This is an optimization exercise on Yosys and OpenROAD, whose aim is small area and a short achievable clock period, not a production implementation.
The RTL was checked by simulation tests, not by an equivalence proof against the original design.
No activity file was given, so power comes from the tool's default toggle rates.

run G:
// rgb2dvi
module rgb2dvi (
    input  wire        PixelClk,
    input  wire [23:0] vid_pData,
    input  wire        vid_pVDE,
    input  wire        vid_pHSync,
    input  wire        vid_pVSync,
    output wire [9:0]  pDataOutRaw0,    
    output wire [9:0]  pDataOutRaw1,    
    output wire [9:0]  pDataOutRaw2     
);
Size in the first run: roughly 460 cells after synthesis, ~58 I/O pins, roughly 0.0045 sq mm of cells after synthesis.
export LEC_CHECK = 0
export CAP_MARGIN = 20
export CORE_MARGIN = 2
export CORE_UTILIZATION = 60
export SETUP_SLACK_MARGIN = 2.25
export SLEW_MARGIN = 20
create_clock -name core_clock -period 4.0 [get_ports {PixelClk}]
standard.sh (not shown) runs the stock make flow with config.mk's settings and CLKGATE_MAP_FILE= SYNTH_SCRIPT=/design/flow/synth_recipe.tcl, a recipe that flattens the netlist after the stock synthesis.
==> flow/flow/run.sh <==
#!/bin/bash
# Standard layout (the standard.sh) with these ORFS settings on top:
#  ADDER_MAP_FILE= : no adder cells in synthesis, ABC maps the adders as plain gates
#  ABC_AREA=1 with a copy of ORFS's scripts whose abc_area.script is flow/abc.script
#  BUFFER_PORTS_ARGS : the smallest buffer on each port
set -e
SD=$PWD/scripts_abc
rm -rf "$SD"
cp -r "$FLOW_HOME/scripts" "$SD"
cp flow/abc.script "$SD/abc_area.script"
bash standard.sh SCRIPTS_DIR="$SD" ADDER_MAP_FILE= ABC_AREA=1 "BUFFER_PORTS_ARGS=-buffer_cell sky130_fd_sc_hd__buf_1" > standard.log 2>&1
==> flow/flow/abc.script <==
strash
&get -n
&st
&syn2
&b -d
&dch -f
&nf
&put
buffer -c
topo
stime -c
upsize -c
dnsize -c
Both conditions hold for run G: the flow ran to the end and the final layout passed the timing, DRC and antenna checks.
Edits applied to the flow inputs when going from run G to run Y:
Settings: PLACE_DENSITY now 0.7, previously not set; SETUP_SLACK_MARGIN now 2.2, was 2.25.
diff --git a/flow/flow/run.sh b/flow/flow/run.sh
--- a/flow/flow/run.sh
+++ b/flow/flow/run.sh
@@ -11 +11 @@
-bash standard.sh SCRIPTS_DIR="$SD" ADDER_MAP_FILE= ABC_AREA=1 "BUFFER_PORTS_ARGS=-buffer_cell sky130_fd_sc_hd__buf_1" > standard.log 2>&1
+bash standard.sh SCRIPTS_DIR="$SD" ADDER_MAP_FILE= ABC_AREA=1 "BUFFER_PORTS_ARGS=-buffer_cell sky130_fd_sc_hd__buf_1" "CTS_ARGS=-sink_clustering_enable -repair_clock_nets -dont_use_dummy_load" > standard.log 2>&1
--- outcome ---
- The amount of wire on met3 after detailed routing in run Y sits 1.7% above the value recorded for run G.
- Via count: lower on run Y
- On non-clock buffer count: run Y sits below run G.
- Taking run G as the reference, in run Y detailed-route wire length per cell now sits lower, power in the clock group saw a decrease, wire length of the first global-routing pass dropped about 5%, routed wire length saw a decrease, simple-gate area share of the yosys netlist essentially unchanged.
- HPWL reported at the end of detailed placement (run Y over run G): increase, 29 um
- Changes observed in run Y relative to run G: initial detailed-routing violation count decreased by 18 relative to the old numbers; minimum hold slack decreased by 3.4 ps relative to the old numbers.

* * *

== job 9643 ==
The RTL this note starts from:
==> flow/design.v <==
module TMDS_Encoder #(
    parameter SYNC = 0               
) (
    input  wire       PixelClk,
    output reg  [9:0] pDataOutRaw,
    input  wire [7:0] pDataOut,
    input  wire       pC0,
    input  wire       pC1,
    input  wire       pVde,          
    input  wire       pVde_1,        
    input  wire       pVde_2         
);
wire [7:0] d = pDataOut;
wire a1 = d[1] | d[2] | d[3];
wire a2 = (d[1] & d[2]) | (d[1] & d[3]) | (d[2] & d[3]);
wire a3 = d[1] & d[2] & d[3];
wire b1 = d[4] | d[5] | d[6] | d[7];
wire b2 = ((d[4] | d[5]) & (d[6] | d[7])) | (d[4] & d[5]) | (d[6] & d[7]);
wire b3 = ((d[4] & d[5]) & (d[6] | d[7])) | ((d[6] & d[7]) & (d[4] | d[5]));
wire b4 = d[4] & d[5] & d[6] & d[7];
wire sel = b4 | (a1 & b3) | (a2 & b2) | (a3 & b1);
wire x12 = d[1] ^ d[2];
wire x34 = d[3] ^ d[4];
wire x56 = d[5] ^ d[6];
wire p2  = d[0] ^ x12;
wire p4  = p2 ^ x34;
wire p6  = p2 ^ (x34 ^ x56);
reg [3:0] pe_1;      
reg [3:0] nz_1;      
reg       sel_1;
wire [3:0] nz = ~({d[7], d[5], d[3], d[1]} ^ {4{sel}});
always @(posedge PixelClk) begin
    sel_1     <= sel;
    pe_1[3:1] <= {p6, p4, p2};
    nz_1[3:1] <= nz[3:1];
    if (SYNC && !pVde) {nz_1[0], pe_1[0]} <= {pC1, pC0};
    else               {nz_1[0], pe_1[0]} <= {nz[0], d[0]};
end
wire [3:0] nz2 = nz_1;
wire [3:0] neg = nz2 & pe_1;
wire       m0  = ^nz2;
wire       m1  = (nz2[0] & nz2[1]) ^ (nz2[2] & nz2[3]) ^ ((nz2[0] ^ nz2[1]) & (nz2[2] ^ nz2[3]));
wire       m2  = &nz2;
wire [2:0] n   = neg[0] + neg[1] + neg[2] + neg[3];
wire [2:0] xh  = {1'b0, m2, m1} - n;
wire [3:0] X   = {xh, m0};
wire [7:0] q1;
genvar gk;
generate
    for (gk = 0; gk < 4; gk = gk + 1) begin : qm
        assign q1[2*gk]   = pe_1[gk];
        assign q1[2*gk+1] = ~(pe_1[gk] ^ nz_1[gk]);
    end
endgenerate
reg [7:0] q_2;
reg       sel_2;
reg [3:0] X_2;
always @(posedge PixelClk) begin
    sel_2   <= sel_1;
    X_2     <= X;
    q_2[0]  <= q1[0];
    q_2[7:2] <= q1[7:2];
    if (SYNC && !pVde_1) q_2[1] <= nz_1[0];    
    else                 q_2[1] <= q1[1];
end
reg  [3:0] c_3;
wire       q8  = ~sel_2;
wire       z   = (c_3 == 4'd0) || (X_2 == 4'd0);
wire       inv = z ? sel_2 : (c_3[3] ^ X_2[3]);
wire [3:0] s1  = c_3 + X_2 + {3'b000, q8};
wire [3:0] s0  = c_3 + ~X_2 + {3'b000, q8};
wire [9:0] tok  = {~(q_2[1] ^ q_2[0]), ~q_2[0], {8'b01010100 ^ {8{q_2[0]}}}};
wire [9:0] tok0 = 10'b1101010100;
always @(posedge PixelClk) begin
    c_3 <= pVde_2 ? (inv ? s1 : s0) : 4'd0;
    if (pVde_2)
        pDataOutRaw <= {inv, q8, q_2 ^ {8{inv}}};
    else
        pDataOutRaw <= SYNC ? tok : tok0;
end
endmodule
module rgb2dvi (
    input  wire        PixelClk,
    input  wire [23:0] vid_pData,
    input  wire        vid_pVDE,
    input  wire        vid_pHSync,
    input  wire        vid_pVSync,
    output wire [9:0]  pDataOutRaw0,    
    output wire [9:0]  pDataOutRaw1,    
    output wire [9:0]  pDataOutRaw2     
);
reg pVde_1, pVde_2;
always @(posedge PixelClk) begin
    pVde_1 <= vid_pVDE;
    pVde_2 <= pVde_1;
end
TMDS_Encoder #(.SYNC(1)) DataEncoder0 (
    .PixelClk(PixelClk), .pDataOutRaw(pDataOutRaw0),
    .pDataOut(vid_pData[15:8]), .pC0(vid_pHSync), .pC1(vid_pVSync),
    .pVde(vid_pVDE), .pVde_1(pVde_1), .pVde_2(pVde_2));
TMDS_Encoder #(.SYNC(0)) DataEncoder1 (
    .PixelClk(PixelClk), .pDataOutRaw(pDataOutRaw1),
    .pDataOut(vid_pData[7:0]), .pC0(1'b0), .pC1(1'b0),
    .pVde(vid_pVDE), .pVde_1(pVde_1), .pVde_2(pVde_2));
TMDS_Encoder #(.SYNC(0)) DataEncoder2 (
    .PixelClk(PixelClk), .pDataOutRaw(pDataOutRaw2),
    .pDataOut(vid_pData[23:16]), .pC0(1'b0), .pC1(1'b0),
    .pVde(vid_pVDE), .pVde_1(pVde_1), .pVde_2(pVde_2));
endmodule
Settings: LEC_CHECK=0, CAP_MARGIN=20, CORE_MARGIN=2, CORE_UTILIZATION=60, SETUP_SLACK_MARGIN=2.1, SLEW_MARGIN=20; clock period 4.0 ns.
==> flow/flow/run.sh <==
#!/bin/bash
# Standard layout (the standard.sh) with these ORFS settings on top:
#  ADDER_MAP_FILE= : no adder cells in synthesis, ABC maps the adders as plain gates
#  ABC_AREA=1 with a copy of ORFS's scripts whose abc_area.script is flow/abc.script
#  BUFFER_PORTS_ARGS : the smallest buffer on each port
set -e
SD=$PWD/scripts_abc
rm -rf "$SD"
cp -r "$FLOW_HOME/scripts" "$SD"
cp flow/abc.script "$SD/abc_area.script"
bash standard.sh SCRIPTS_DIR="$SD" ADDER_MAP_FILE= ABC_AREA=1 "BUFFER_PORTS_ARGS=-buffer_cell sky130_fd_sc_hd__buf_1" "CTS_ARGS=-repair_clock_nets -dont_use_dummy_load" > standard.log 2>&1
==> flow/flow/abc.script <==
strash
dc2
&get -n
&dch -f
&nf
&put
buffer -c
topo
stime -c
upsize -c
dnsize -c
Job 9643 finished all stages; the layout is clean.
Edits applied to the flow inputs when going from job 9643 to job 2794:
- removing SETUP_SLACK_MARGIN (formerly 2.1)
-- flow/flow/run.sh --
<<< job 9643, line 9
cp -r "$FLOW_HOME/scripts" "$SD"
cp flow/abc.script "$SD/abc_area.script"
bash standard.sh SCRIPTS_DIR="$SD" ADDER_MAP_FILE= ABC_AREA=1 "BUFFER_PORTS_ARGS=-buffer_cell sky130_fd_sc_hd__buf_1" "CTS_ARGS=-repair_clock_nets -dont_use_dummy_load" > standard.log 2>&1
>>> job 2794, line 9
cp -r "$FLOW_HOME/scripts" "$SD"
cp flow/abc.script "$SD/abc_area.script"
bash standard.sh SCRIPTS_DIR="$SD" ADDER_MAP_FILE= ABC_AREA=1 "BUFFER_PORTS_ARGS=-buffer_cell sky130_fd_sc_hd__buf_1" > standard.log 2>&1
==> flow/flow/abc.script <==
strash
dc2
dch -f
amap
The higher global-route usage came out of job 2794.
Job 2794 vs job 9643, group drawing the most power: registers vs combinational cells
Against job 9643, job 2794 comes in 0.00057 W lower on total power.
Job 2794 vs job 9643 — area of the multi-input gates dropped by more than 10%
Startpoint of the worst setup timing path = DataEncoder2.c_3[0]: job 9643; startpoint of the worst setup timing path = vid_pData[15]: job 2794
Going from job 9643 to job 2794, non-clock buffer count went down, worst hold slack after final layout did not really move, share of cell area taken by muxes after synthesis went down, sequential share of layout area went up, core outline area went down.
The category of the critical setup timing path comes out in2reg in one run and reg2reg in the other, namely in job 2794 and job 9643 respectively.
Number of filler cells placed in the layout in job 2794 vs job 9643: up 23
Core utilization: higher on job 2794
Wire length on met3 went up by more than a quarter going from job 9643 to job 2794.
For job 9607, these inputs were changed with respect to job 2794:
- SETUP_SLACK_MARGIN: unset -> 2.25
-- flow/flow/run.sh --
<<< job 2794, line 9
cp -r "$FLOW_HOME/scripts" "$SD"
cp flow/abc.script "$SD/abc_area.script"
bash standard.sh SCRIPTS_DIR="$SD" ADDER_MAP_FILE= ABC_AREA=1 "BUFFER_PORTS_ARGS=-buffer_cell sky130_fd_sc_hd__buf_1" > standard.log 2>&1
>>> job 9607, line 9
cp -r "$FLOW_HOME/scripts" "$SD"
cp flow/abc.script "$SD/abc_area.script"
bash standard.sh SCRIPTS_DIR="$SD" ADDER_MAP_FILE= ABC_AREA=1 "BUFFER_PORTS_ARGS=-buffer_cell sky130_fd_sc_hd__buf_1" "CTS_ARGS=-sink_clustering_enable -repair_clock_nets -dont_use_dummy_load -sink_clustering_size 28" > standard.log 2>&1
==> flow/flow/abc.script <==
strash
dc2
&get -n
&dch -f
&nf
&put
buffer -c
topo
stime -c
upsize -c
dnsize -c
Results
Compared with job 2794, job 9607 shows met1 wire length that has gone down by a few percent. Job 2794 → job 9607: number of flip-flops and latches saw little to no change, layout cell share with drive strength beyond 1 saw an increase. Job 9607 falls short of job 2794 in final standard cell area without fillers. Job 9607 vs job 2794, critical path launch point: DataEncoder0.c_3[0] vs vid_pData[15]. Job 2794 → job 9607: cell count after synthesis down 72, area overhead of the layout relative to synthesis up 6.4 points, power per cell area moved up, floorplan die width went up 3.1%, clock network fraction of total power down 7.2 points. Taking job 2794 as the reference, in job 9607 number of global-route vias before repair moved down, fraction of the cycle the final worst path needs went down.
#### Input delta (job 7968 over job 9607)
- SETUP_SLACK_MARGIN: 2.25 -> 2.1
-- flow/flow/run.sh --
<<< job 9607, line 9
cp -r "$FLOW_HOME/scripts" "$SD"
cp flow/abc.script "$SD/abc_area.script"
bash standard.sh SCRIPTS_DIR="$SD" ADDER_MAP_FILE= ABC_AREA=1 "BUFFER_PORTS_ARGS=-buffer_cell sky130_fd_sc_hd__buf_1" "CTS_ARGS=-sink_clustering_enable -repair_clock_nets -dont_use_dummy_load -sink_clustering_size 28" > standard.log 2>&1
>>> job 7968, line 9
cp -r "$FLOW_HOME/scripts" "$SD"
cp flow/abc.script "$SD/abc_area.script"
bash standard.sh SCRIPTS_DIR="$SD" ADDER_MAP_FILE= ABC_AREA=1 "BUFFER_PORTS_ARGS=-buffer_cell sky130_fd_sc_hd__buf_1" "CTS_ARGS=-sink_clustering_enable -repair_clock_nets -dont_use_dummy_load -sink_clustering_size 28 -buf_list {sky130_fd_sc_hd__clkbuf_4 sky130_fd_sc_hd__clkbuf_8}" > standard.log 2>&1
==> comparison <==
For job 9607, the critical path launch point was DataEncoder0.c_3[0], unlike job 7968, where it was DataEncoder2.c_3[0]. From job 7968 to job 9607, height of the die did not move at all. met2 layer wire length in the routed design shrinks by more than 10% when moving from job 9607 to job 7968. On job 7968: data arrival at the endpoint of the critical path is 0.05 ns higher than what job 9607 gave. Lower detailed-route wire length per cell was reported by job 7968, not job 9607. Comparing the two runs side by side, job 7968 comes out ahead of job 9607 on total wire length after detailed routing. Side by side, number of fill cells in the layout turned out higher in job 7968 than in job 9607. Summary of job 7968 over job 9607: via-per-instance ratio rose by 0.028, number of vias in the routed layout fell by 57, share of power burned in the clock network rose by 0.8 points, total design power fell by about 5.6%.
--- input diff job 7968..job 1045 ---
==> flow/flow/run.sh <==
#!/bin/bash
# Standard layout (the standard.sh) with these ORFS settings on top:
#  ADDER_MAP_FILE= : no adder cells in synthesis, ABC maps the adders as plain gates
#  ABC_AREA=1 with a copy of ORFS's scripts whose abc_area.script is flow/abc.script
#  BUFFER_PORTS_ARGS : the smallest buffer on each port
set -e
SD=$PWD/scripts_abc
rm -rf "$SD"
cp -r "$FLOW_HOME/scripts" "$SD"
cp flow/abc.script "$SD/abc_area.script"
bash standard.sh SCRIPTS_DIR="$SD" ADDER_MAP_FILE= ABC_AREA=1 "BUFFER_PORTS_ARGS=-buffer_cell sky130_fd_sc_hd__buf_1" "CTS_ARGS=-sink_clustering_enable -repair_clock_nets -dont_use_dummy_load -sink_clustering_size 40 -sink_clustering_max_diameter 300" > standard.log 2>&1
==> comparison <==
- Sequential share of power across job 1045 and job 7968: no real change.
- As far as post-synthesis cell area goes, job 1045 and job 7968 are indistinguishable; the numbers are identical.
- Reported for job 1045 and job 7968, time the worst path needs with I/O delays and setup turned out identical to the last digit.
- Sequential cell count: job 7968 vs job 1045 identical
- Going from job 7968 to job 1045, via count of the first global-routing pass did not really move, full die area flat, cell area after layout was more or less identical, total power was more or less identical, TritonCTS buffer count closely matched the old numbers.
- There was hardly any difference in area of combinational cells with multiple inputs between job 1045 and job 7968.
- The post-cts hold buffer count of job 7968 and that of job 1045 are within noise of each other.
#### Input delta (job 1044 over job 1045)
- clearing SETUP_SLACK_MARGIN, which used to be 2.1
==> flow/flow/run.sh <==
#!/bin/bash
# Standard layout (the standard.sh) with these ORFS settings on top:
#  ADDER_MAP_FILE= : no adder cells in synthesis, ABC maps the adders as plain gates
#  ABC_AREA=1 with a copy of ORFS's scripts whose abc_area.script is flow/abc.script
#  BUFFER_PORTS_ARGS : the smallest buffer on each port
set -e
SD=$PWD/scripts_abc
rm -rf "$SD"
cp -r "$FLOW_HOME/scripts" "$SD"
cp flow/abc.script "$SD/abc_area.script"
bash standard.sh SCRIPTS_DIR="$SD" ADDER_MAP_FILE= ABC_AREA=1 "BUFFER_PORTS_ARGS=-buffer_cell sky130_fd_sc_hd__buf_1" "CTS_ARGS=-sink_clustering_enable -repair_clock_nets -dont_use_dummy_load -sink_clustering_size 28" > standard.log 2>&1
## What came out
Job 1044: PASS, flow complete, no timing, DRC or antenna violations. As of job 1044, via count had fallen slightly compared to job 1045. From job 1044 to job 1045, total number of clock tree sinks did not move at all. Re final area: job 1044 is about 3.4% down on job 1045. Summary of job 1044 over job 1045: total wire length fell by about 1.8%; number of buffer and inverter stages on the critical path ~0 delta. In job 1044 relative to job 1045, maximum frequency had gone down by a few percent. In job 1044 relative to job 1045, detailed-route wire length per cell had gone down slightly. Changes observed in job 1044 relative to job 1045: setup slack on the worst flop-to-flop path fell 0.10 ns, total power lost 5.1%.

[port drivers added, routing unchanged]
The flow's constraints put no driver on any port. The routed layouts listed below were extracted and timed again, unchanged, in two steps. Step 1, drivers: a clkbuf_16 drives PixelClk and a buf_2 each remaining input, both assumed. Step 2, shift: input delay + t, output delay - t, t = (earliest + latest rising clock arrival at the registers) / 2. This alone moves slack from input paths to output paths. a / b / c = ideal ports / drivers / drivers and shift; a / b = the first two.
run	shift t [ns]	setup slack, ns	worst register clock-pin slew, ns
run G	0.385	2.270 / 2.282 / 1.897	0.10 / 0.10
run Y	0.381	2.278 / 2.278 / 1.914	0.11 / 0.11
job 9643	0.382	2.170 / 2.170 / 1.878	0.09 / 0.09
job 2794	0.386	1.673 / 1.683 / 1.298	0.09 / 0.09
job 9607	0.373	2.214 / 2.214 / 1.897	0.09 / 0.09
job 7968	0.382	2.170 / 2.170 / 1.878	0.09 / 0.09
job 1045	0.382	2.170 / 2.170 / 1.878	0.09 / 0.09
job 1044	0.384	2.074 / 2.074 / 1.785	0.10 / 0.10
After both steps setup and hold are still met in every run listed. For job 2794, which loses most, drivers alone change the setup slack by +0.010 ns; drivers and shift together by -0.375 ns.
